Context: an optimization exercise on an open-source flow, tuned for small area. The choices shown serve that exercise and are no tape-out recipe. In this exercise RTL edits were held to simulation tests only and were not proved equivalent to the original. The flow treats the clock pin as an ideal source, which a real chip does not have. Power figures rest on the tool's default switching activity, not on a simulated workload.

==> inputs of wip/onyx <==
## DHT22
module DHT22(
input clk,
input rst,
input dht_in,
output dht_out,
output LED16_G,
output LED16_R,
output LED16_B,
output CA,CB,CC,CD,CE,CF,CG,DP,
output [7:0] AN
);
==> module seven_seg, before the edit <==
module seven_seg(
 input CLK100MHZ, CPU_RESETN,
 input [15:0] RH_Value,
 input [15:0] Temp_Value,
 output CA,CB,CC,CD,CE,CF,CG,DP,
 output [7:0] AN
 );
localparam [16:0] POL = 17'b01010101010101010;
reg  [16:0] sr;       
reg  [2:0]  dig;      
wire [16:0] x = sr ^ POL;
wire        low0 = (x[15:0] == 16'd0);
wire        fb = x[16] ^ x[13] ^ low0;
wire        wrap = low0 & x[16];       
always @(posedge CLK100MHZ) begin
  if (CPU_RESETN) begin
    sr  <= POL;
    dig <= 3'd0;
  end else begin
    sr  <= {x[15:0], fb} ^ POL;
    if (wrap) dig <= dig + 3'd1;
  end
end
wire [31:0] v = {Temp_Value, RH_Value};
wire [3:0] SW_Choose = v[dig*4 +: 4];
wire [7:0] AN_Choose = ~(8'd1 << dig);
reg  [6:0] Num_Choose;
always @(*) begin
  if (dig == 3'd7 && SW_Choose[3])
    Num_Choose = 7'b1111110;
  else
    case (SW_Choose)
      4'd0:    Num_Choose = 7'b0000001;
      4'd1:    Num_Choose = 7'b1001111;
      4'd2:    Num_Choose = 7'b0010010;
      4'd3:    Num_Choose = 7'b0000110;
      4'd4:    Num_Choose = 7'b1001100;
      4'd5:    Num_Choose = 7'b0100100;
      4'd6:    Num_Choose = 7'b0100000;
      4'd7:    Num_Choose = 7'b0001111;
      4'd8:    Num_Choose = 7'b0000000;
      4'd9:    Num_Choose = 7'b0001100;
      4'd10:   Num_Choose = 7'b0001000;
      4'd11:   Num_Choose = 7'b1100000;
      4'd12:   Num_Choose = 7'b0110001;
      4'd13:   Num_Choose = 7'b1000010;
      4'd14:   Num_Choose = 7'b0110000;
      default: Num_Choose = 7'b0111000;
    endcase
end
assign {CG, CF, CE, CD, CC, CB, CA} = Num_Choose;
assign AN = AN_Choose;
assign DP = 1'b1;
endmodule
==> module DHT22, before the edit <==
module DHT22(
input clk,
input rst,
input dht_in,
output dht_out,
output LED16_G,
output LED16_R,
output LED16_B,
output CA,CB,CC,CD,CE,CF,CG,DP,
output [7:0] AN
);
localparam [19:0] M_AT5    = 20'h00030, V_AT5    = 20'h00020;  
localparam [19:0] M_AT1617 = 20'h122ce, V_AT1617 = 20'h00246;  
localparam [19:0] M_AT100K = 20'heef77, V_AT100K = 20'he0123;  
localparam [19:0] M_FS     = 20'hfffff, V_FS     = 20'h0b298;  
localparam [3:0]
  S0  = 4'd0,   
  S1A = 4'd1,   
  S1B = 4'd2,   
  S2  = 4'd3,
  S3  = 4'd4,
  S4  = 4'd5,
  S5  = 4'd6,
  S6  = 4'd7,
  S7A = 4'd8,   
  S7B = 4'd9,   
  S8A = 4'd10,  
  S8B = 4'd11,  
  S9  = 4'd12,
  S10 = 4'd13,
  S0X = 4'd14;  
reg JA3in;
reg LEDR;
reg LEDG;
reg LEDB;
reg [3:0] state;
reg [19:0] cnt;
reg [39:8] dataBits;
reg [5:0] bitCount;
seven_seg SSEG(
  .CLK100MHZ(clk),
  .CPU_RESETN(rst),
  .RH_Value(dataBits[39:24]),
  .Temp_Value(dataBits[23:8]),
  .CA(CA), .CB(CB), .CC(CC), .CD(CD), .CE(CE), .CF(CF), .CG(CG), .DP(DP),
  .AN(AN)
);
assign dht_out = (state == S1B);
assign LED16_R = LEDR;
assign LED16_G = LEDG;
assign LED16_B = LEDB;
wire at5    = ((cnt & M_AT5)    == V_AT5);
wire at1617 = ((cnt & M_AT1617) == V_AT1617);
wire at100k = ((cnt & M_AT100K) == V_AT100K);
wire fs     = ((cnt & M_FS)     == V_FS);
reg [7:0] csum;
wire wr = (state == S8A) | (state == S8B);
wire cbit = wr & ((state == S8B) ^ bitCount[5]);
wire [7:0] cpos;
wire [7:0] cc;
genvar g;
generate
  for (g = 0; g < 8; g = g + 1) begin : ck
    assign cpos[g] = (bitCount[2:0] == 7 - g);
    if (g == 0) assign cc[g] = cbit & cpos[g];
    else        assign cc[g] = (cbit & cpos[g]) | (csum[g-1] & cc[g-1]);
  end
endgenerate
always @(posedge clk) begin
  if (state == S4)
    csum <= 8'd0;
  else
    csum <= csum ^ cc;
end
wire ok = &csum;
wire done40 = bitCount[5] & bitCount[3];
reg [3:0] nstate;
reg adv;
always @(*) begin
  nstate = state;
  adv = 1'b0;
  case (state)
    S0:  if (at100k) nstate = S1A; else adv = 1'b1;
    S0X: nstate = S1A;
    S1A: begin nstate = S1B; adv = 1'b1; end
    S1B: if (at1617) nstate = S2; else adv = 1'b1;
    S2:  if (JA3in)  nstate = S3; else begin adv = 1'b1; if (fs) nstate = S0X; end
    S3:  if (~JA3in) nstate = S4; else begin adv = 1'b1; if (fs) nstate = S0X; end
    S4:  if (JA3in)  nstate = S5; else begin adv = 1'b1; if (fs) nstate = S0X; end
    S5:  if (~JA3in) nstate = S6; else begin adv = 1'b1; if (fs) nstate = S0X; end
    S6:  if (JA3in)  nstate = S7A; else begin adv = 1'b1; if (fs) nstate = S0X; end
    S7A: if (JA3in) begin adv = 1'b1; if (at5) nstate = S7B; end else nstate = S8A;
    S7B: if (JA3in) begin adv = 1'b1; if (fs) nstate = S0X; end else nstate = fs ? S8A : S8B;
    S8A: nstate = S9;
    S8B: nstate = S9;
    S9:  nstate = done40 ? S10 : S5;
    S10: if (JA3in)  nstate = S0; else begin adv = 1'b1; if (fs) nstate = S0X; end
    default: nstate = S0;
  endcase
end
always @(posedge clk) begin
  JA3in <= dht_in;
end
always @(posedge clk) begin
  if (rst) begin
    state <= S0;
    cnt <= 20'd0;
  end else begin
    state <= nstate;
    cnt <= adv ? {~cnt[18:0], cnt[19] ^ cnt[16]} : 20'd0;
  end
end
always @(posedge clk) begin
  if (rst) begin
    LEDR <= 1'b0;
    LEDG <= 1'b0;
    LEDB <= 1'b0;
  end else begin
    if (state == S1A) begin
      LEDR <= 1'b0;
      LEDG <= 1'b0;
      LEDB <= 1'b0;
    end
    if (state == S4 && JA3in) LEDB <= 1'b1;
    if (state == S5 && ~JA3in) begin
      LEDB <= 1'b0;
      LEDR <= 1'b1;
    end
    if (state == S10 && JA3in && ok) begin
      LEDR <= 1'b0;
      LEDG <= 1'b1;
    end
  end
end
always @(posedge clk) begin
  if (state == S4)
    bitCount <= 6'd0;
  else if (state == S8A || state == S8B)
    bitCount <= bitCount + 6'd1;
end
wire [3:0] wrow;
wire [7:0] wcol;
wire wval = ~rst & (state == S8B);
genvar k, m;
generate
  for (k = 0; k < 4; k = k + 1) begin : wr_row
    assign wrow[k] = rst | (wr & (bitCount[5:3] == k));
  end
  for (m = 0; m < 8; m = m + 1) begin : wr_col
    assign wcol[m] = rst | (bitCount[2:0] == m);
  end
  for (k = 0; k < 4; k = k + 1) begin : wr_b
    for (m = 0; m < 8; m = m + 1) begin : wr_i
      always @(posedge clk)
        if (wrow[k] & wcol[m]) dataBits[39 - 8*k - m] <= wval;
    end
  end
endgenerate
endmodule
export LEC_CHECK = 0
export CAP_MARGIN = 0
export CORE_MARGIN = 2
export CORE_UTILIZATION = 60
export GPL_TIMING_DRIVEN = 0
export SLEW_MARGIN = 0
create_clock -name core_clock -period 10.0 [get_ports {clk}]
standard.sh (not shown) runs the stock make flow with config.mk's settings and CLKGATE_MAP_FILE= SYNTH_SCRIPT=/design/flow/synth_recipe.tcl, a recipe that flattens the netlist after the stock synthesis.
==> flow/flow/run.sh <==
#!/bin/bash
set -euo pipefail
W=$(pwd)
F=$W/flow
export MY_ABC_SCRIPT=$F/area.abc
cat $F/overrides.tcl $W/synth_recipe.tcl > $W/version_synth.tcl
source $F/knobs.sh
bash $W/standard.sh SYNTH_SCRIPT=$W/version_synth.tcl \
  "BUFFER_PORTS_ARGS=-buffer_cell sky130_fd_sc_hd__buf_1" \
  "CTS_ARGS=$CTS" \
  finish > $W/standard_finish.log 2>&1
==> flow/flow/area.abc <==
strash
dc2
dch -f
amap -m
strash
dch -f
amap -m
topo
==> flow/flow/knobs.sh <==
CTS="-sink_clustering_enable -repair_clock_nets -buf_list sky130_fd_sc_hd__clkbuf_8 -root_buf sky130_fd_sc_hd__clkbuf_8 -tree_buf sky130_fd_sc_hd__clkbuf_8 -sink_clustering_size 25 -dont_use_dummy_load"
==> flow/flow/overrides.tcl <==
proc extract_fa {args} { puts "extract_fa skipped by the version's flow" }
proc abc {args} {
  set keep {}
  set skip 0
  foreach a $args {
    if {$skip} { set skip 0; continue }
    if {$a in {-script -constr -D}} { set skip 1; continue }
    lappend keep $a
  }
  yosys abc -script $::env(MY_ABC_SCRIPT) {*}$keep
}
==> inputs of wip/nickel, as changes to wip/onyx <==
--- a/flow/design.v
+++ b/flow/design.v
@@ -24,6 +24,16 @@
 end
 wire [31:0] v = {Temp_Value, RH_Value};
-wire [3:0] SW_Choose = v[dig*4 +: 4];
 wire [7:0] AN_Choose = ~(8'd1 << dig);
+wire [3:0] SW_Choose;
+genvar d, b;
+generate
+  for (b = 0; b < 4; b = b + 1) begin : nb
+    wire [7:0] t;
+    for (d = 0; d < 8; d = d + 1) begin : nd
+      assign t[d] = AN_Choose[d] | v[4*d + b];
+    end
+    assign SW_Choose[b] = &t;
+  end
+endgenerate
 reg  [6:0] Num_Choose;
 always @(*) begin
--- a/flow/flow/run.sh
+++ b/flow/flow/run.sh
@@ -8,4 +8,6 @@
 bash $W/standard.sh SYNTH_SCRIPT=$W/version_synth.tcl \
   "BUFFER_PORTS_ARGS=-buffer_cell sky130_fd_sc_hd__buf_1" \
+  "MIN_BUF_CELL_AND_PORTS=sky130_fd_sc_hd__buf_1 A X" \
   "CTS_ARGS=$CTS" \
+  POST_CTS_TCL=$F/post_cts.tcl \
   finish > $W/standard_finish.log 2>&1
==> flow/flow/knobs.sh (replaced) <==
CTS="-sink_clustering_enable -repair_clock_nets -buf_list sky130_fd_sc_hd__clkbuf_8 -root_buf sky130_fd_sc_hd__clkbuf_8 -dont_use_dummy_load"
==> flow/flow/post_cts.tcl (new file) <==
estimate_parasitics -placement
proc version_worst_clk_slew {} {
  set worst 0
  foreach pin [all_registers -clock_pins -edge_triggered] {
    foreach edge {rise fall} {
      foreach an {min max} {
        set ps [expr {[sta::time_ui_sta [get_property $pin slew_${an}_$edge]] * 1e12}]
        if {$ps > $worst} { set worst $ps }
      }
    }
  }
  return $worst
}
set version_db [ord::get_db]
puts "clock buffer sizing: worst clock-pin slew before [version_worst_clk_slew] ps"
foreach inst [[ord::get_db_block] getInsts] {
  if {![string match sky130_fd_sc_hd__clkbuf_* [[$inst getMaster] getName]]} { continue }
  foreach sz {2 4} {
    set old [$inst getMaster]
    set new [$version_db findMaster sky130_fd_sc_hd__clkbuf_$sz]
    if {[$new getWidth] >= [$old getWidth]} { break }
    $inst swapMaster $new
    estimate_parasitics -placement
    if {[version_worst_clk_slew] > 110.0} {
      $inst swapMaster $old
      estimate_parasitics -placement
    } else {
      puts "clock buffer sizing: [$inst getName] [$old getName] -> [$new getName]"
      break
    }
  }
}
puts "clock buffer sizing: worst clock-pin slew after [version_worst_clk_slew] ps"
Settings changed: CORE_UTILIZATION 60 to 75.
==> inputs of wip/cedar, as changes to wip/onyx <==
==> flow/flow/area.abc (replaced) <==
strash
dch -f
amap
topo
==> flow/flow/knobs.sh (replaced) <==
CTS="-sink_clustering_enable -repair_clock_nets -buf_list sky130_fd_sc_hd__clkbuf_4 -root_buf sky130_fd_sc_hd__clkbuf_8 -dont_use_dummy_load"
Settings changed: GPL_TIMING_DRIVEN 0 to unset.
==> inputs of wip/lagoon, as changes to wip/onyx <==
--- a/flow/design.v
+++ b/flow/design.v
@@ -92,5 +92,5 @@
 reg [3:0] state;
 reg [19:0] cnt;
-reg [39:8] dataBits;
+reg [39:0] dataBits;
 reg [5:0] bitCount;
 seven_seg SSEG(
@@ -195,21 +195,11 @@
     bitCount <= bitCount + 6'd1;
 end
-wire [3:0] wrow;
-wire [7:0] wcol;
-wire wval = ~rst & (state == S8B);
-genvar k, m;
-generate
-  for (k = 0; k < 4; k = k + 1) begin : wr_row
-    assign wrow[k] = rst | (wr & (bitCount[5:3] == k));
-  end
-  for (m = 0; m < 8; m = m + 1) begin : wr_col
-    assign wcol[m] = rst | (bitCount[2:0] == m);
-  end
-  for (k = 0; k < 4; k = k + 1) begin : wr_b
-    for (m = 0; m < 8; m = m + 1) begin : wr_i
-      always @(posedge clk)
-        if (wrow[k] & wcol[m]) dataBits[39 - 8*k - m] <= wval;
-    end
-  end
-endgenerate
+integer i;
+always @(posedge clk) begin
+  if (rst)
+    dataBits <= 40'd0;
+  else if (state == S8A || state == S8B)
+    for (i = 0; i < 40; i = i + 1)
+      if (bitCount == 39 - i) dataBits[i] <= (state == S8B);
+end
 endmodule
==> flow/run.sh (new file) <==
#!/bin/bash
# synth_recipe.tcl (not shown) runs the flow's synth.tcl, then flattens the netlist and writes it again
# the make line also repeats each setting of config.mk as NAME=value (left out here)
make -C /OpenROAD-flow-scripts/flow DESIGN_CONFIG=/design/flow/config.mk WORK_HOME=/design/flow/orfs CLKGATE_MAP_FILE= SYNTH_SCRIPT=/design/flow/synth_recipe.tcl finish
Settings changed: CORE_UTILIZATION 60 to 40, CTS_BUF_LIST set to sky130_fd_sc_hd__clkbuf_8, GPL_TIMING_DRIVEN 0 to unset.
removed: flow/flow/run.sh
removed: flow/flow/area.abc
removed: flow/flow/knobs.sh
removed: flow/flow/overrides.tcl
removed: flow/standard.sh
==> notes <==
Sequential share of layout area: wip/nickel > wip/onyx > wip/cedar > wip/lagoon.
The highest fmax belongs to wip/lagoon, the lowest to wip/nickel.
Synthesized cell count: wip/lagoon > wip/cedar > wip/onyx > wip/nickel.
Die area, highest first: wip/lagoon, wip/cedar, wip/onyx, wip/nickel.
In wip/cedar the critical path depth is lower than in wip/nickel, by 1.
The lowest combinational power belongs to wip/nickel, the highest to wip/onyx.
The lowest final area belongs to wip/nickel, the highest to wip/lagoon.
The highest utilization belongs to wip/nickel, the lowest to wip/lagoon.
In non-clock buffer count, wip/nickel and wip/onyx do not differ.

==> static timing again, ports no longer ideal <==
How much do the figures lean on ideal ports? The routed layouts below were timed once more, with nothing changed but the port constraints. Step 1 (the two cells are an assumption about what drives the block):
set clk [get_ports {clk}]
set_driving_cell -lib_cell sky130_fd_sc_hd__clkbuf_16 $clk
set_driving_cell -lib_cell sky130_fd_sc_hd__buf_2 [delete_from_list [all_inputs] $clk]
Step 2 moves the port delays by t, midway between the first and last clock arrival at a register: inputs arrive t later, outputs are due t later. That takes back most of the time a late clock gives input paths. Slacks: ideal / step 1 / step 2; pairs: ideal / step 1.
run	t (ns)	setup slack, ns	latest minus earliest clock arrival (ns)
wip/onyx	0.379	4.508 / 4.476 / 4.855	0.034 / 0.035
wip/nickel	0.560	4.155 / 4.126 / 4.686	0.036 / 0.036
wip/cedar	0.374	4.233 / 4.201 / 4.575	0.022 / 0.022
wip/lagoon	0.395	4.660 / 4.627 / 5.022	0.019 / 0.018
After both steps setup and hold are still met in every run listed.
